From an optimization exercise on the open Yosys and OpenROAD flow, aimed at small area, a short achievable clock period and few clock cycles per item; shortcuts taken in it are not production practice. At most, simulation tests tie the RTL to the original design; equivalence was not proved. Function not checked in run 4: the RTL went through the layout flow alone.

==> flow/config.mk <==
export PLATFORM = sky130hd
export DESIGN_NAME = bitcoin_hash
export DESIGN_NICKNAME = bitcoin_hash
export VERILOG_FILES = /design/flow/design.v
export SDC_FILE = /design/flow/constraint.sdc
export NUM_CORES = 4
export LEC_CHECK = 0
export ABC_AREA = 1
export CAP_MARGIN = 20
export CORE_MARGIN = 2
export CORE_UTILIZATION = 40
export CTS_CLUSTER_DIAMETER = 60
export CTS_CLUSTER_SIZE = 25
export SETUP_SLACK_MARGIN = 5
export SLEW_MARGIN = 20
export TNS_END_PERCENT = 3
==> flow/constraint.sdc <==
create_clock -name core_clock -period 9.0 [get_ports {clk}]
set_input_delay 1.8000 -clock core_clock [delete_from_list [all_inputs] [get_ports {clk}]]
set_output_delay 1.8000 -clock core_clock [all_outputs]
set_load 0.01 [all_outputs]
==> flow/run.sh <==
#!/bin/bash
# synth_recipe.tcl (not shown) runs the flow's synth.tcl, then flattens the netlist and writes it again
# the make line also repeats each setting of config.mk as NAME=value (left out here)
make -C /OpenROAD-flow-scripts/flow DESIGN_CONFIG=/design/flow/config.mk WORK_HOME=/design/flow/orfs CLKGATE_MAP_FILE= SYNTH_SCRIPT=/design/flow/synth_recipe.tcl finish
==> flow/design.v <==
module bitcoin_hash(input logic clk, reset_n, start,
	input logic [15:0] message_addr, output_addr,
	output logic done, mem_we,
	output logic [15:0] mem_addr,
	output logic [31:0] mem_write_data,
	input logic [31:0] mem_read_data);
	function automatic logic [31:0] k(input logic [5:0] i);
		case (i)
			6'd0: k = 32'h428a2f98;
			6'd1: k = 32'h71374491;
			6'd2: k = 32'hb5c0fbcf;
			6'd3: k = 32'he9b5dba5;
			6'd4: k = 32'h3956c25b;
			6'd5: k = 32'h59f111f1;
			6'd6: k = 32'h923f82a4;
			6'd7: k = 32'hab1c5ed5;
			6'd8: k = 32'hd807aa98;
			6'd9: k = 32'h12835b01;
			6'd10: k = 32'h243185be;
			6'd11: k = 32'h550c7dc3;
			6'd12: k = 32'h72be5d74;
			6'd13: k = 32'h80deb1fe;
			6'd14: k = 32'h9bdc06a7;
			6'd15: k = 32'hc19bf174;
			6'd16: k = 32'he49b69c1;
			6'd17: k = 32'hefbe4786;
			6'd18: k = 32'h0fc19dc6;
			6'd19: k = 32'h240ca1cc;
			6'd20: k = 32'h2de92c6f;
			6'd21: k = 32'h4a7484aa;
			6'd22: k = 32'h5cb0a9dc;
			6'd23: k = 32'h76f988da;
			6'd24: k = 32'h983e5152;
			6'd25: k = 32'ha831c66d;
			6'd26: k = 32'hb00327c8;
			6'd27: k = 32'hbf597fc7;
			6'd28: k = 32'hc6e00bf3;
			6'd29: k = 32'hd5a79147;
			6'd30: k = 32'h06ca6351;
			6'd31: k = 32'h14292967;
			6'd32: k = 32'h27b70a85;
			6'd33: k = 32'h2e1b2138;
			6'd34: k = 32'h4d2c6dfc;
			6'd35: k = 32'h53380d13;
			6'd36: k = 32'h650a7354;
			6'd37: k = 32'h766a0abb;
			6'd38: k = 32'h81c2c92e;
			6'd39: k = 32'h92722c85;
			6'd40: k = 32'ha2bfe8a1;
			6'd41: k = 32'ha81a664b;
			6'd42: k = 32'hc24b8b70;
			6'd43: k = 32'hc76c51a3;
			6'd44: k = 32'hd192e819;
			6'd45: k = 32'hd6990624;
			6'd46: k = 32'hf40e3585;
			6'd47: k = 32'h106aa070;
			6'd48: k = 32'h19a4c116;
			6'd49: k = 32'h1e376c08;
			6'd50: k = 32'h2748774c;
			6'd51: k = 32'h34b0bcb5;
			6'd52: k = 32'h391c0cb3;
			6'd53: k = 32'h4ed8aa4a;
			6'd54: k = 32'h5b9cca4f;
			6'd55: k = 32'h682e6ff3;
			6'd56: k = 32'h748f82ee;
			6'd57: k = 32'h78a5636f;
			6'd58: k = 32'h84c87814;
			6'd59: k = 32'h8cc70208;
			6'd60: k = 32'h90befffa;
			6'd61: k = 32'ha4506ceb;
			6'd62: k = 32'hbef9a3f7;
			default: k = 32'hc67178f2;
		endcase
	endfunction
	function automatic logic [31:0] iv(input logic [2:0] i);
		case (i)
			3'd0: iv = 32'h6a09e667;
			3'd1: iv = 32'hbb67ae85;
			3'd2: iv = 32'h3c6ef372;
			3'd3: iv = 32'ha54ff53a;
			3'd4: iv = 32'h510e527f;
			3'd5: iv = 32'h9b05688c;
			3'd6: iv = 32'h1f83d9ab;
			default: iv = 32'h5be0cd19;
		endcase
	endfunction
	function automatic logic [63:0] csa(input logic [31:0] x, y, z);
		csa = {x ^ y ^ z, ((x & y) | (x & z) | (y & z)) << 1};
	endfunction
	function automatic logic [31:0] ror(input logic [31:0] x, input int r);
		ror = (x >> r) | (x << (32 - r));
	endfunction
	logic [31:0] a, b, c, d, e, f, g, h;
	logic [31:0] w [16];
	logic [31:0] mid [8];
	logic [31:0] p;
	logic [7:0] u;
	logic [5:0] kj;
	logic [4:0] n;
	logic b1, run;
	logic [31:0] s0, s1, ch, maj, a_new, e_new;
	logic [31:0] x1s, x1c, x2s, x2c, x3s, x3c, x4s, x4c, x5s, x5c;
	always_comb begin
		s1 = ror(e, 6) ^ ror(e, 11) ^ ror(e, 25);
		ch = (e & f) ^ (~e & g);
		s0 = ror(a, 2) ^ ror(a, 13) ^ ror(a, 22);
		maj = (a & b) ^ (a & c) ^ (b & c);
		{x1s, x1c} = csa(p, ch, d);
		{x2s, x2c} = csa(x1s, x1c, s1);
		e_new = x2s + x2c;
		{x3s, x3c} = csa(p, ch, maj);
		{x4s, x4c} = csa(x3s, x3c, s1);
		{x5s, x5c} = csa(x4s, x4c, s0);
		a_new = x5s + x5c;
	end
	logic run_n, b1_n;
	logic [7:0] u_n;
	always_comb begin
		run_n = run;
		b1_n = b1;
		u_n = u + 8'd1;
		if (!run) begin
			if (start) begin
				run_n = 1;
				b1_n = 1;
				u_n = 8'd64;
			end
		end else if (b1) begin
			if (u == 8'd138) begin
				b1_n = 0;
				u_n = 8'd0;
			end
		end else begin
			if (u == 8'd129) u_n = 8'd0;
			if (u == 8'd0 && n == 5'd15) run_n = 0;
		end
	end
	logic st_mid, st_iv, park, ff_on, fold, kj_clr;
	logic w_mem, w_form, w_ff, w_g, w_nonce, w_pad, w_640, w_256;
	always_ff @(posedge clk, negedge reset_n) begin
		if (!reset_n) begin
			st_mid <= 0; st_iv <= 0; park <= 0; ff_on <= 0; fold <= 0; kj_clr <= 0;
			w_mem <= 0; w_form <= 0; w_ff <= 0; w_g <= 0; w_nonce <= 0; w_pad <= 0; w_640 <= 0; w_256 <= 0;
		end else begin
			st_mid <= run_n && !b1_n && u_n == 8'd0;
			st_iv <= run_n && u_n == 8'd66;
			park <= run_n && (b1_n ? u_n == 8'd131 : u_n == 8'd65);
			ff_on <= run_n && (b1_n ? (u_n >= 8'd131 && u_n <= 8'd138) : (u_n >= 8'd65 && u_n <= 8'd72));
			fold <= run_n && !b1_n && u_n == 8'd129;
			kj_clr <= u_n == 8'd65 || (b1_n ? (u_n == 8'd130 || u_n == 8'd138) : u_n == 8'd129);
			w_form <= run_n && ((u_n >= 8'd81 && u_n <= 8'd128) || (!b1_n && u_n >= 8'd15 && u_n <= 8'd62));
			w_mem <= run_n && (b1_n ? ((u_n >= 8'd65 && u_n <= 8'd80) || u_n == 8'd138)
			                        : (u_n == 8'd129 || u_n == 8'd0 || u_n == 8'd1));
			w_ff <= run_n && !b1_n && u_n >= 8'd65 && u_n <= 8'd72;
			w_g <= run_n && (b1_n ? u_n == 8'd130 : u_n == 8'd64);
			w_nonce <= run_n && !b1_n && u_n == 8'd2;
			w_pad <= run_n && !b1_n && (u_n == 8'd3 || u_n == 8'd73);
			w_640 <= run_n && !b1_n && u_n == 8'd14;
			w_256 <= run_n && !b1_n && u_n == 8'd80;
		end
	end
	logic [31:0] ff_x, ff_y, ff;
	always_comb begin
		ff_x = b1 ? iv(kj[2:0]) : mid[0];
		ff_y = park ? a : w[8];
		ff = ff_x + ff_y;
	end
	logic [31:0] wf, wnew, y1s, y1c, y2s, y2c;
	always_comb begin
		{y1s, y1c} = csa(ror(w[14], 17) ^ ror(w[14], 19) ^ (w[14] >> 10), w[9],
		                 ror(w[1], 7) ^ ror(w[1], 18) ^ (w[1] >> 3));
		{y2s, y2c} = csa(y1s, y1c, w[0]);
		wf = y2s + y2c;
		wnew = ({32{w_form}} & wf) | ({32{w_mem}} & mem_read_data) | ({32{w_ff}} & ff)
		     | ({32{w_g}} & g) | ({32{w_nonce}} & {27'd0, n}) | (w_pad ? 32'h80000000 : 32'd0)
		     | (w_640 ? 32'd640 : 32'd0) | (w_256 ? 32'd256 : 32'd0);
	end
	logic [31:0] p_h, p_k;
	always_comb begin
		p_h = st_iv ? iv(3'd7) : (st_mid ? mid[7] : g);
		p_k = fold ? 32'h307b5f59 : k(kj);	 
	end
	always_ff @(posedge clk) begin
		if (st_mid) begin
			a <= mid[0]; b <= mid[1]; c <= mid[2]; d <= mid[3];
			e <= mid[4]; f <= mid[5]; g <= mid[6]; h <= mid[7];
		end else if (st_iv) begin
			a <= iv(0); b <= iv(1); c <= iv(2); d <= iv(3);
			e <= iv(4); f <= iv(5); g <= iv(6); h <= iv(7);
		end else begin
			a <= a_new; b <= a; c <= b; d <= c;
			e <= e_new; f <= e; g <= f; h <= g;
		end
		mem_write_data <= a_new;
		p <= p_h + p_k + w[15];
		for (int i = 0; i < 15; i++) w[i] <= w[i+1];
		w[15] <= wnew;
		if (park) begin
			w[8] <= b; w[9] <= c; w[10] <= d;
			w[11] <= e; w[12] <= f; w[13] <= g;
		end
		if (ff_on) begin
			for (int i = 0; i < 7; i++) mid[i] <= mid[i+1];
			mid[7] <= b1 ? ff : mid[0];
		end
		if (kj_clr) kj <= 6'd0;
		else kj <= kj + 6'd1;
	end
	always_ff @(posedge clk, negedge reset_n) begin
		if (!reset_n) begin
			run <= 0;
			b1 <= 0;
			u <= 0;
			n <= 0;
			done <= 1;
			mem_we <= 0;
			mem_addr <= 0;
		end else begin
			run <= run_n;
			b1 <= b1_n;
			u <= u_n;
			mem_we <= 0;
			mem_addr <= mem_addr + 16'd1;
			if (!run) begin
				done <= !start;
				if (start) begin
					n <= 5'd31;
					mem_addr <= message_addr;
				end
			end else if (b1) begin
				if (u == 8'd136) mem_addr <= message_addr + 16'd16;
			end else begin
				if (u == 8'd127) mem_addr <= message_addr + 16'd16;
				if (u == 8'd0 && n != 5'd31) begin
					mem_we <= 1;
					mem_addr <= output_addr + {12'd0, n[3:0]};
				end
				if (u == 8'd1) n <= n + 5'd1;
			end
		end
	end
endmodule
==> impl_metrics.tcl, run 1 <==
set metrics [dict create \
    crit_cells 15 \
    hold_class "register to register" \
    routed_wl_mm 240 \
    cp_data_required_time_ns 9.69 \
    worstSetupStartpointType "register" \
    rsz0062_at_grt "yes" \
    drive_gt1_share_pct 10.7 \
    cts-root-buf "clkbuf_16" \
    fill_cells 13867 \
    crit_slowest_cell "o21ai_0" \
    vias_per_cell 5.46 \
    seq_area_frac_synth_pct 44.6 \
    max_clock_freq_ghz 0.244 \
    setup-tns-final_ns 0 \
    antenna_found_initial 13 \
    grt_max_degree 152 \
    route.vias.total 47500 \
    post-place-ws_ns 3.71 \
    die-area_um2 147000 \
    slew_headroom_pct 17.8 \
    drv_slew 0 \
    start_util_pct 40.2 \
    setup_viol 0 \
    end_kind "register" \
    regArea_um2 25800 \
    worstMarginPinSlew_ns 1.23 \
    status "finished clean" \
    synth_ff_type "dfxtp_1" \
    hpwlAfterDp_mm 191 \
    syn_inst 6645 \
    skew_ns 0.0653 \
    die_x_um 383 \
    grt_pass1_wl_mm 333 \
    yosysWarnings 3 \
    cp_cell_sequence "inv_1 -> nand2_1 -> o21ai_4 -> fa_1 -> inv_1 -> fa_1 -> inv_1 -> ha_1 -> a21oi_1 -> o21ai_0 -> nor2_1 -> o21ai_2 -> o21ai_0 -> o21ai_0 -> inv_1" \
    portBuffers 116 \
    cp_top_family "compound AO/OA/AOI/OAI gates" \
    overflow 0 \
    clock_latency_ns 0.77 \
    place_congestion 1.02 \
    cts_tree "yes" \
    cts_buffers 97 \
    synth_cell_types 69 \
    core_area_um2 143000 \
    final_cell_mix "1003 x nand2_1, 991 x inv_1, 762 x dfxtp_1" \
    cp_max_fo 6 \
    final-hold-violation-count 0 \
    reg2reg_depth 15 \
    min_period_ns 4.09 \
    drtAntennaViolNets 0 \
    synth_top_area_cell "dfxtp_1" \
    synthArstFlopShare_pct 4.12 \
    netlist.area_leader.share_pct 29.2 \
    die_y_um 383 \
    slowest_delay_ns 0.64 \
    pin_count 117 \
    synth_edf_count 256 \
    drc_errors 0 \
    area_growth_pct 14.7 \
    wl_per_cell_um 27.6 \
    rows 139 \
    period_share_pct 45.5 \
    layout_setup_ws_ns 4.91 \
    syn_nets 7151 \
    multi_input_area_um2 28200 \
    final_common_cell "nand2_1" \
    holdPathStages 0 \
    h-tree-depth 3 \
    ctsHoldBuffers 0 \
    firstDrtPassIters 6 \
    arrival_ns 4.78 \
    crit_top_cell "inv_1" \
    syn-cell-area_um2 57500 \
    ys_seq_elements 1141 \
    crit_type "register to register" \
    clockBufferDepth 3 \
    avgSynthCellArea_um2 8.65 \
    crit_buf_inv 4 \
    path_clk_slew_ns 0.08 \
    grt_pass1_vias 45478 \
    drt_iter0_drc 5105 \
    synth_area_leaders "dfxtp_1 29%, edfxtp_1 13%, fa_1 8.7%, nand2_1 6.7%, inv_1 6.6%" \
    grt_usage_pct 32.0 \
    nets 7211 \
    cap_violations 0 \
    cts.sinks 1141 \
]
cell families (layout without fill, tap and decap cells):
kind of cell	count (synthesis)	in the layout	synth area share [%]
and+or+nand+nor	2160	2160	15.9
muxes	49	49	0.960
DFF	1141	1141	44.6
other	0	5	0
buffers and inverters	1269	1412	8.42
adders and majority gates	449	449	13.0
AOI/OAI and AO/OA	1236	1236	12.0
xor gates and xnor gates	341	341	5.19
cell type report:
| cell class | instances | share of cell area [%] |
|---|---|---|
| clock inverter | 77 | 1.81 |
| inverter | 1033 | 5.96 |
| antenna | 5 | 0.0190 |
| tap | 1903 | 3.61 |
| multi-input combinational | 4235 | 42.8 |
| clock buffer | 105 | 3.85 |
| sequential | 1141 | 39.1 |
| timing repair buffer | 197 | 2.84 |
stage by stage:
stage / cell area [um2] / utilization [%] / instances / hold slack [ns]
after global routing: 65900 / 46.1 / 8691 / 0.323
after CTS: 65000 / 45.4 / 8666 / 0.326
after global placement: 60500 / 42.2 / 8471 / 0.310
after floorplan: 57500 / - / 6645 / 0.310
final: 65900 / 46.1 / 8696 / 0.322
after detailed placement: 60500 / 42.2 / 8471 / 0.312
routing by layer:
layer,routed length (um),GRT usage [%],vias to the layer above
met4,18000,19.6,12
met5,76,0,-
met3,19600,4.71,519
met2,105000,49.6,2310
li1,-,-,21524
met1,96800,42.1,23135
flip-flops by register name (all words and copies together) (netlist names), 16 cells and up, named ones only:
signal	count
a	32
b	32
c	32
d	32
e	32
f	32
g	32
mem_addr	16
mem_write_data	32
mid	256
p	32
w	512
Yosys cell counts (all sizes together), types with 53 or more instances:
cell	instances
edfxtp	256
fa	250
dfxtp	838
nor2	623
nand3	327
ha	189
a21oi	529
xor2	195
inv	1032
clkbuf	183
nand2	1035
buf	53
xnor2	146
o21ai	453
final timing paths:
check	start	endpoint	slack, ns
hold / removal	w[2][16]$_DFF_P_	w[1][16]$_DFF_P_	0.32
hold reg to reg	w[2][16]$_DFF_P_	w[1][16]$_DFF_P_	0.32
min in group asynchronous	reset_n	mem_addr[5]$_DFF_PN0_	1.17
setup reg to reg	e[4]$_DFF_P_	e[9]$_DFF_P_	4.91
max in group asynchronous	reset_n	park$_DFF_PN0_	7.31
setup / recovery	e[4]$_DFF_P_	e[9]$_DFF_P_	4.91
timing repair:
action,in CTS,in global routing
endpoints found under the setup margin,168,148
setup buffers,13,25
gates resized for setup,243,229
cloned,0,0
pin swaps,19,44
Testbench counts, summed over its fixed seeds: cycles 51,792, jobs 24.
==> run 2, diff against run 1 <==
--- a/flow/config.mk
+++ b/flow/config.mk
@@ -11,6 +11,6 @@
 export CORE_UTILIZATION = 40
 export CTS_CLUSTER_DIAMETER = 60
 export CTS_CLUSTER_SIZE = 25
-export SETUP_SLACK_MARGIN = 5
+export SETUP_SLACK_MARGIN = 4.7
 export SLEW_MARGIN = 20
 export TNS_END_PERCENT = 3
==> impl_metrics.tcl, run 2 <==
set metrics [dict create \
    status "finished clean" \
    drt_iter0_drc 4869 \
    grt_max_degree 152 \
    worstMarginPinSlew_ns 1.17 \
    ctsHoldBuffers 0 \
    clock_latency_ns 0.78 \
    synth_ff_type "dfxtp_1" \
    min_period_ns 4.38 \
    cp_data_required_time_ns 9.68 \
    regMostFlops "w" \
    cts-root-buf "clkbuf_16" \
    routed_wl_mm 238 \
    cts_tree "yes" \
    cts.sinks 1141 \
    skew_ns 0.0666 \
    netlist.area_leader.share_pct 29.2 \
    multi_input_area_um2 27300 \
    rows 139 \
    core_area_um2 143000 \
    synth_top_area_cell "dfxtp_1" \
    arrival_ns 5.06 \
    synth_edf_count 256 \
    overflow 0 \
    period_share_pct 48.6 \
    setup-tns-final_ns 0 \
    met1_usage_pct 41.7 \
    worstSetupStartpointType "register" \
    syn_inst 6645 \
    start_util_pct 40.2 \
    drv_slew 0 \
    drc_errors 0 \
    pin_count 117 \
    crit_type "register to register" \
    cp_max_fo 6 \
    clockBufferDepth 3 \
    antenna_found_initial 12 \
    syn_nets 7151 \
    end_kind "register" \
    use_met3_pct 5.16 \
    grt_pass1_wl_mm 332 \
    firstDrtPassIters 8 \
    setup_viol 0 \
    reg_top3 "w: 512 flops, mid: 256 flops" \
    path_clk_slew_ns 0.09 \
    grt_usage_pct 31.9 \
    synth_area_leaders "dfxtp_1 29%, edfxtp_1 13%, fa_1 8.7%, nand2_1 6.7%, inv_1 6.6%" \
    synth.most_common_cell "nand2_1" \
    fill_cells 13988 \
    place_congestion 1.02 \
    rsz0062_at_grt "yes" \
    hpwlAfterDp_mm 191 \
    grt_pass1_vias 45338 \
    nets 7177 \
    h-tree-depth 3 \
    largest_reg_flops 512 \
    synth_common_cells "1026 x nand2_1, 1017 x inv_1, 838 x dfxtp_1" \
    syn-cell-area_um2 57500 \
    layout_setup_ws_ns 4.62 \
    final-hold-violation-count 0 \
    die-area_um2 147000 \
    top_usage_layer "met2" \
    ys_seq_elements 1141 \
    final_cell_mix "1025 x nand2_1, 1012 x inv_1, 800 x dfxtp_1" \
    wl_per_cell_um 27.4 \
    cts_buffers 97 \
    final_common_cell "nand2_1" \
    portBuffers 116 \
    seq_area_frac_synth_pct 44.6 \
    yosysWarnings 3 \
    avgSynthCellArea_um2 8.65 \
    drive_gt1_share_pct 6.97 \
    vias_per_cell 5.44 \
    drtAntennaViolNets 0 \
    cap_violations 0 \
    slew_headroom_pct 21.1 \
    area_growth_pct 12.3 \
    post-place-ws_ns 3.71 \
    max_clock_freq_ghz 0.228 \
    grt.met2_usage_pct 49.3 \
    synth_cell_types 69 \
    die_y_um 383 \
    die_x_um 383 \
    route.vias.total 47146 \
    synthArstFlopShare_pct 4.12 \
    regArea_um2 25700 \
    hold_class "register to register" \
]
run 2: final cells by class:
| cell class | instances | area share (%) |
|---|---|---|
| well taps | 1903 | 3.69 |
| diodes | 7 | 0.0271 |
| multi-input cells | 4235 | 42.2 |
| flip-flops and latches | 1141 | 39.8 |
| inverters | 1033 | 6.05 |
| clock inverters | 77 | 1.84 |
| clock buffers | 105 | 3.94 |
| repair buffers | 163 | 2.41 |
run 2: worst max-delay path: stages, from the launching register on:
cell and delay (ns):
dfxtp_1 0.30, buf_4 0.22, maj3_1 0.44, fa_1 0.47
inv_1 0.17, fa_1 0.45, inv_1 0.15, fa_1 0.43
ha_1 0.39, nand2_1 0.13, nor2_1 0.25, inv_1 0.11
o31ai_1 0.31, xor2_1 0.32, nand2_1 0.11, nand2_1 0.08
run 2: final timing paths:
| check | startpoint | endpoint | slack, ns | cells past startpoint |
|---|---|---|---|---|
| worst max register to register | a[9]$_DFF_P_ | a[17]$_DFF_P_ | 4.62 | 15 |
| max in group asynchronous | reset_n | park$_DFF_PN0_ | 7.30 | 2 |
| worst min-delay path | w[5][16]$_DFF_P_ | w[4][16]$_DFF_P_ | 0.32 | 0 |
| worst max-delay path | a[9]$_DFF_P_ | a[17]$_DFF_P_ | 4.62 | 15 |
| min in group asynchronous | reset_n | mem_addr[5]$_DFF_PN0_ | 1.17 | 2 |
| worst min register to register | w[5][16]$_DFF_P_ | w[4][16]$_DFF_P_ | 0.32 | 0 |
run 2: logic make-up after synthesis:
| logic type | after synthesis | share of synthesized area (%) |
|---|---|---|
| AOI/OAI and AO/OA | 1236 | 12.0 |
| xor gates and xnor gates | 341 | 5.19 |
| adders and majority gates | 449 | 13.0 |
| buffers and inverters | 1269 | 8.42 |
| DFF | 1141 | 44.6 |
| muxes | 49 | 0.960 |
| and+or+nand+nor | 2160 | 15.9 |
run 2: timing repair:
item | CTS | global route
pin swaps | 2 | 5
endpoints found under the setup margin | 105 | 121
buffers inserted | 2 | 2
gates resized for setup | 66 | 79
cloned | 0 | 0
run 2: routing by layer:
metal	part of all wire (%)	wire, um	vias up
li1	-	-	21470
met1	41	97300	22981
met2	44	104000	2192
met3	7.8	18600	491
met4	7.3	17400	12
met5	0.032	77	-
run 2: stage by stage:
step | util [%] | cell area [um2] | instances | hold WS, ns
after floorplan | - | 57500 | 6645 | 0.310
after global placement | 42.2 | 60500 | 8471 | 0.310
after detailed placement | 42.2 | 60500 | 8471 | 0.312
after CTS | 44.9 | 64300 | 8655 | 0.326
after global routing | 45.1 | 64500 | 8657 | 0.323
final | 45.1 | 64600 | 8664 | 0.323
==> run 3, diff against run 2 <==
--- a/flow/config.mk
+++ b/flow/config.mk
@@ -9,8 +9,9 @@
 export CAP_MARGIN = 20
 export CORE_MARGIN = 2
 export CORE_UTILIZATION = 40
+export CTS_BUF_LIST = sky130_fd_sc_hd__clkbuf_4 sky130_fd_sc_hd__clkbuf_16
 export CTS_CLUSTER_DIAMETER = 60
 export CTS_CLUSTER_SIZE = 25
-export SETUP_SLACK_MARGIN = 4.7
+export SETUP_SLACK_MARGIN = 5
 export SLEW_MARGIN = 20
 export TNS_END_PERCENT = 3
==> impl_metrics.tcl, run 3 <==
set metrics [dict create \
    status "finished clean" \
    ys_seq_elements 1141 \
    r2r_start "a[9]$_DFF_P_" \
    clockBufferDepth 3 \
    period_share_pct 46.4 \
    wl_per_cell_um 27.6 \
    worstHoldEndpoint "w[1][16]$_DFF_P_" \
    netlist.area_leader.share_pct 29.2 \
    syn_inst 6645 \
    die-area_um2 147000 \
    place_inst 8471 \
    worstMarginPinSlew_ns 1.16 \
    portBuffers 116 \
    drtAntennaViolNets 0 \
    cap_violations 0 \
    synth_area_leaders "dfxtp_1 29%, edfxtp_1 13%, fa_1 8.7%, nand2_1 6.7%, inv_1 6.6%" \
    core_area_um2 143000 \
    firstDrtPassIters 7 \
    setup-tns-final_ns 0 \
    final_cell_mix "1005 x nand2_1, 995 x inv_1, 761 x dfxtp_1" \
    slew_headroom_pct 22.9 \
    antenna_found_initial 13 \
    final_common_cell "nand2_1" \
    ctsHoldBuffers 0 \
    path_clk_slew_ns 0.08 \
    layout_setup_ws_ns 4.82 \
    route.vias.total 47347 \
    synthArstFlopShare_pct 4.12 \
    h-tree-depth 3 \
    hold_class "register to register" \
    arrival_ns 4.80 \
    cp_top_family "adder cells" \
    place_congestion 1.02 \
    nets 7203 \
    holdPathStages 0 \
    cts-root-buf "clkbuf_16" \
    synth_ff_type "dfxtp_1" \
    area_growth_pct 14.2 \
    skew_ns 0.0647 \
    setup_viol 0 \
    drc_errors 0 \
    avgSynthCellArea_um2 8.65 \
    synth_edf_count 256 \
    grt_pass1_wl_mm 333 \
    min_period_ns 4.18 \
    pin_count 117 \
    start_util_pct 40.2 \
    min-delay-start "w[2][16]$_DFF_P_" \
    largest_reg_flops 512 \
    drive_gt1_share_pct 10.2 \
    routed_wl_mm 240 \
    cp_max_fo 6 \
    drv_slew 0 \
    synth_common_cells "1026 x nand2_1, 1017 x inv_1, 838 x dfxtp_1" \
    crit_type "register to register" \
    cts.sinks 1141 \
    max_clock_freq_ghz 0.239 \
    grt_usage_pct 32.0 \
    syn-cell-area_um2 57500 \
    yosysWarnings 3 \
    cp_cell_sequence "buf_6 -> maj3_2 -> fa_1 -> inv_1 -> fa_2 -> inv_1 -> fa_1 -> ha_4 -> a21oi_2 -> o21a_1 -> nor2_1 -> o21ai_1 -> nand4_1 -> nand3_1 -> o21ai_0" \
    worstSetupStartpointType "register" \
    regMostFlops "w" \
    drt_iter0_drc 5055 \
    crit_slowest_cell "fa_2" \
    seq_area_frac_synth_pct 44.6 \
    die_y_um 383 \
    reg2reg_depth 15 \
    overflow 0 \
    synth_top_area_cell "dfxtp_1" \
    hpwlAfterDp_mm 191 \
    clock_latency_ns 0.77 \
    synth.most_common_cell "nand2_1" \
    syn_nets 7151 \
    cts_buffers 97 \
    ff2ff_setup_slack_ns 4.82 \
    finalNonFillerCells 8691 \
    crit_buf_inv 3 \
    die_x_um 383 \
    vias_per_cell 5.45 \
    final-hold-violation-count 0 \
    rsz0062_at_grt "yes" \
    grt_pass1_vias 45498 \
    rows 139 \
    post-place-ws_ns 3.71 \
    cp_data_required_time_ns 9.62 \
    cts_tree "yes" \
    grt_max_degree 152 \
    reg_top3 "w: 512 flops, mid: 256 flops" \
    slowest_delay_ns 0.54 \
    end_kind "register" \
    synth_cell_types 69 \
    r2r-end "a[24]$_DFF_P_" \
]
run 3: cell count changes in the layout (fill, tap and decap cells not counted), sizes merged:
cell | previous run | this run
buf | 48 | 74
inv | 1075 | 1070
clkinvlp | 7 | 11
clkinv | 26 | 29
clkbuf | 105 | 103
diode | 7 | 8
run 3: layer usage:
layer,GRT usage [%],share of wire [%]
met4,20.1,7.5
met2,49.4,44
met5,0,0.023
met1,41.9,41
met3,5.17,8.0
run 3: worst max-delay path by stage:
stage               startpoint                         end  cells past startpoint
2_1_floorplan     e[1]$_DFF_P_  mem_write_data[31]$_DFF_P_                     19
3_3_place_gp      e[4]$_DFF_P_               a[13]$_DFF_P_                     15
3_5_place_dp      e[4]$_DFF_P_               a[13]$_DFF_P_                     15
4_1_cts        w[1][7]$_DFF_P_           w[15][11]$_DFF_P_                     18
5_1_grt           b[1]$_DFF_P_               a[23]$_DFF_P_                     18
6_report          a[9]$_DFF_P_               a[24]$_DFF_P_                     15
run 3: cell type report:
class | count | area, um2
diodes | 8 | 20.0
clock buffers | 103 | 2520
clock inverters | 79 | 1200
fillers | 13877 | 77500
inverters | 1033 | 3930
multi-input cells | 4235 | 28000
flip-flops and latches | 1141 | 25800
well taps | 1903 | 2380
repair buffers | 189 | 1800
run 3: through the flow:
step / util, % / cell area [um2] / hold WS [ns]
after CTS: 45.4 / 65000 / 0.326
final: 45.9 / 65700 / 0.322
after floorplan: - / 57500 / 0.310
after global routing: 45.9 / 65700 / 0.323
after global placement: 42.2 / 60500 / 0.310
after detailed placement: 42.2 / 60500 / 0.312
run 3: kinds of logic after synthesis:
logic type | synth area share, %
AO/OA/AOI/OAI | 12.0
XOR/XNOR | 5.19
adder cells (fa/ha/maj) | 13.0
buffers and inverters | 8.42
flip-flops | 44.6
multiplexers | 0.960
AND/OR/NAND/NOR | 15.9
run 3: timing repair:
item / in CTS / in global routing
resized for setup: 250 / 179
pin swaps: 24 / 24
setup endpoints to repair: 168 / 148
setup buffers: 15 / 15
hold endpoints to repair: 0 / 0
==> run 4, diff against run 3 <==
--- a/flow/design.v
+++ b/flow/design.v
@@ -99,19 +99,18 @@
 	logic [4:0] n;
 	logic b1, run;
 	logic [31:0] s0, s1, ch, maj, a_new, e_new;
-	logic [31:0] x1s, x1c, x2s, x2c, x3s, x3c, x4s, x4c, x5s, x5c;
+	logic [31:0] x1s, x1c, x2s, x2c, x3s, x3c, x4s, x4c;
 	always_comb begin
 		s1 = ror(e, 6) ^ ror(e, 11) ^ ror(e, 25);
 		ch = (e & f) ^ (~e & g);
 		s0 = ror(a, 2) ^ ror(a, 13) ^ ror(a, 22);
 		maj = (a & b) ^ (a & c) ^ (b & c);
-		{x1s, x1c} = csa(p, ch, d);
-		{x2s, x2c} = csa(x1s, x1c, s1);
+		{x1s, x1c} = csa(p, ch, s1);
+		{x2s, x2c} = csa(x1s, x1c, d);
 		e_new = x2s + x2c;
-		{x3s, x3c} = csa(p, ch, maj);
-		{x4s, x4c} = csa(x3s, x3c, s1);
-		{x5s, x5c} = csa(x4s, x4c, s0);
-		a_new = x5s + x5c;
+		{x3s, x3c} = csa(x1s, x1c, maj);
+		{x4s, x4c} = csa(x3s, x3c, s0);
+		a_new = x4s + x4c;
 	end
 	logic run_n, b1_n;
 	logic [7:0] u_n;
--- a/flow/config.mk
+++ b/flow/config.mk
@@ -9,7 +9,6 @@
 export CAP_MARGIN = 20
 export CORE_MARGIN = 2
 export CORE_UTILIZATION = 40
-export CTS_BUF_LIST = sky130_fd_sc_hd__clkbuf_4 sky130_fd_sc_hd__clkbuf_16
 export CTS_CLUSTER_DIAMETER = 60
 export CTS_CLUSTER_SIZE = 25
 export SETUP_SLACK_MARGIN = 5
==> impl_metrics.tcl, run 4 <==
set metrics [dict create \
    cp_max_fo 5 \
    cp_cell_sequence "inv_1 -> o21ai_0 -> fa_1 -> inv_1 -> fa_1 -> fa_1 -> inv_1 -> ha_1 -> a21oi_1 -> nand2_4 -> nand2_2 -> nand2_4 -> nand2_2 -> o211ai_1 -> a21oi_1 -> inv_1 -> nand2_1 -> nand3_1 -> nand2_1 -> inv_1" \
    drc_errors 0 \
    synth_top_area_cell "dfxtp_1" \
    die_x_um 380 \
    seq_area_frac_synth_pct 45.3 \
    post-place-ws_ns 4.13 \
    wl_met3_mm 19.1 \
    cts_buffers 105 \
    ys_seq_elements 1141 \
    die_y_um 380 \
    syn_nets 7140 \
    clockBufferDepth 3 \
    grt_pass1_wl_mm 346 \
    area_growth_pct 14.2 \
    drive_gt1_share_pct 7.68 \
    route.vias.total 47556 \
    synth-xor-area-share_pct 5.29 \
    drt_iter0_drc 5373 \
    cts_tree "yes" \
    crit_top_cell "inv_1" \
    avgSynthCellArea_um2 8.49 \
    synth_common_cells "1070 x nand2_1, 1038 x inv_1, 838 x dfxtp_1" \
    hold_class "register to register" \
    synth_top_family_by_area "simple AND/OR/NAND/NOR gates" \
    arrival_ns 5.11 \
    synth_cell_types 62 \
    crit_type "register to register" \
    syn-cell-area_um2 56600 \
    final-hold-violation-count 0 \
    slowest_delay_ns 0.54 \
    synth_mux_area_share_pct 0.239 \
    grt_pass1_vias 46020 \
    status "finished clean" \
    wl_met2_mm 111 \
    overflow 0 \
    cts-root-buf "clkbuf_16" \
    grt_usage_pct 33.9 \
    syn_inst 6665 \
    final_cell_mix "1055 x nand2_1, 1027 x inv_1, 775 x dfxtp_1" \
    rsz0062_at_grt "yes" \
    layout_setup_ws_ns 4.53 \
    clock_latency_ns 0.78 \
    min_period_ns 4.47 \
    antenna_found_initial 16 \
    slew_headroom_pct 23.6 \
    worstSetupStartpointType "register" \
    skew_ns 0.0416 \
    pin_count 117 \
    period_share_pct 49.6 \
    firstDrtPassIters 6 \
    routed_wl_mm 251 \
    cap_violations 0 \
    synth_simple_gate_area_share_pct 16.0 \
    drtAntennaViolNets 0 \
    synth_edf_count 256 \
    final_common_cell "nand2_1" \
    cts.sinks 1141 \
    hpwlAfterDp_mm 203 \
    start_util_pct 40.4 \
    regMostFlops "w" \
    ff2ff_setup_slack_ns 4.53 \
    worstMarginPinSlew_ns 1.14 \
    end_kind "register" \
    yosysWarnings 3 \
    place_congestion 1.06 \
    nets 7204 \
    synth_ff_type "dfxtp_1" \
    highest_layer "met5" \
    synth.most_common_cell "nand2_1" \
    setup_viol 0 \
    netlist.area_leader.share_pct 29.7 \
    synth_area_leaders "dfxtp_1 30%, edfxtp_1 14%, fa_1 7.7%, nand2_1 7.1%, inv_1 6.9%" \
    largest_reg_flops 512 \
    cp_data_required_time_ns 9.65 \
    core_area_um2 140000 \
    reg_top3 "w: 512 flops, mid: 256 flops" \
    die-area_um2 144000 \
    synth_compound_area_share_pct 12.7 \
    portBuffers 116 \
    synthAdderAreaFrac_pct 11.9 \
    max_clock_freq_ghz 0.224 \
    wl_per_cell_um 28.8 \
    wl_met1_mm 98.9 \
    synthArstFlopShare_pct 4.12 \
    crit_slowest_cell "fa_1" \
    vias_per_cell 5.46 \
    path_clk_slew_ns 0.09 \
    drv_slew 0 \
    setup-tns-final_ns 0 \
    grt_max_degree 135 \
    h-tree-depth 3 \
    rows 137 \
]
-- run 4: cell count changes after synthesis, moves of 15 or more --
cell | previous run | this run
o21ai_0 | 421 | 488
nand2_1 | 1026 | 1070
mux2_2 | 49 | 12
a21oi_1 | 527 | 558
fa_1 | 250 | 219
nor2_1 | 607 | 636
inv_1 | 1017 | 1038
nand3_1 | 318 | 300
o21ai_1 | 26 | 9
a21o_1 | 26 | 11
nand4_1 | 50 | 65
-- run 4: path summary, 6_finish.rpt --
path,end,cells past startpoint,start
setup reg to reg,a[19]$_DFF_P_,20,g[4]$_DFF_P_
hold / removal,w[6][3]$_DFF_P_,0,w[7][3]$_DFF_P_
max in group asynchronous,park$_DFF_PN0_,2,reset_n
hold reg to reg,w[6][3]$_DFF_P_,0,w[7][3]$_DFF_P_
min in group asynchronous,u[1]$_DFF_PN0_,2,reset_n
setup / recovery,a[19]$_DFF_P_,20,g[4]$_DFF_P_
-- run 4: critical path, delay by kind of cell (launching register included) --
family | cells | cell delay, ns
flip-flops | 1 | 0.30
adder cells (fa/ha/maj) | 4 | 1.88
AO/OA/AOI/OAI | 4 | 0.91
buffers and inverters | 5 | 0.69
AND/OR/NAND/NOR | 7 | 0.56
-- run 4: layout make-up --
type / count / area [um2]
Multi-Input combinational cell: 4261 / 26800
Clock buffer: 118 / 2780
Inverter: 1043 / 3950
Antenna cell: 6 / 15.0
Timing Repair Buffer: 177 / 1730
Sequential cell: 1141 / 25800
Tap cell: 1876 / 2350
Fill cell: 13842 / 75300
Clock inverter: 81 / 1140
-- run 4: layer usage --
metal / vias up / global-route usage, %
li1: 21642 / -
met1: 23039 / 42.8
met2: 2305 / 53.1
met3: 566 / 5.33
met4: 4 / 23.7
met5: - / 0
-- run 4: logic make-up (layout without fill, tap and decap cells) --
group / Yosys count / count (layout)
AND/OR/NAND/NOR: 2193 / 2193
AO/OA/AOI/OAI: 1306 / 1306
buffers and inverters: 1263 / 1419
flip-flops: 1141 / 1141
adder cells (fa/ha/maj): 408 / 408
XOR/XNOR: 342 / 342
multiplexers: 12 / 12
other: 0 / 6
-- run 4: what timing repair did --
| item | in CTS | in global routing |
|---|---|---|
| pin swaps | 19 | 16 |
| hold buffers | 0 | 0 |
| resized for setup | 216 | 71 |
| gates cloned | 0 | 0 |
| setup endpoints to repair | 166 | 164 |
| setup buffers | 12 | 7 |
-- run 4: metrics by stage --
step / hold slack [ns] / std cells / instance area [um2] / util, %
2_1_floorplan: 0.310 / 6665 / 56600 / -
3_3_place_gp: 0.311 / 8479 / 59600 / 42.6
3_5_place_dp: 0.312 / 8479 / 59600 / 42.6
4_1_cts: 0.316 / 8690 / 64300 / 46.0
5_1_grt: 0.316 / 8697 / 64600 / 46.2
6_report: 0.317 / 8703 / 64600 / 46.2

==> separate check: timing with driven ports <==
Ports are ideal in the flow. The routed layouts listed here were re-timed in OpenROAD.
Step 1 assumes that a clkbuf_16 drives the clock port and a buf_2 every other input.
Step 2 also shifts input and output timing later by t, the mid clock arrival at the registers, as if the neighbouring blocks saw the same clock.
Slacks: ideal ports / drivers / drivers and shift; pairs: ideal ports / drivers.
| run | shift t [ns] | slack for setup (ns) | worst register clock-pin slew, ns |
|---|---|---|---|
| run 1 | 0.823 | 4.908 / 4.908 / 4.516 | 0.10 / 0.10 |
| run 2 | 0.828 | 4.622 / 4.622 / 4.521 | 0.10 / 0.10 |
| run 3 | 0.824 | 4.824 / 4.824 / 4.516 | 0.10 / 0.10 |
| run 4 | 0.835 | 4.534 / 4.534 / 4.305 | 0.10 / 0.10 |
After both steps setup and hold are still met in every run listed. The setup slack of run 1, which loses most, moves by 0.000 ns with the drivers and by -0.392 ns with both steps.
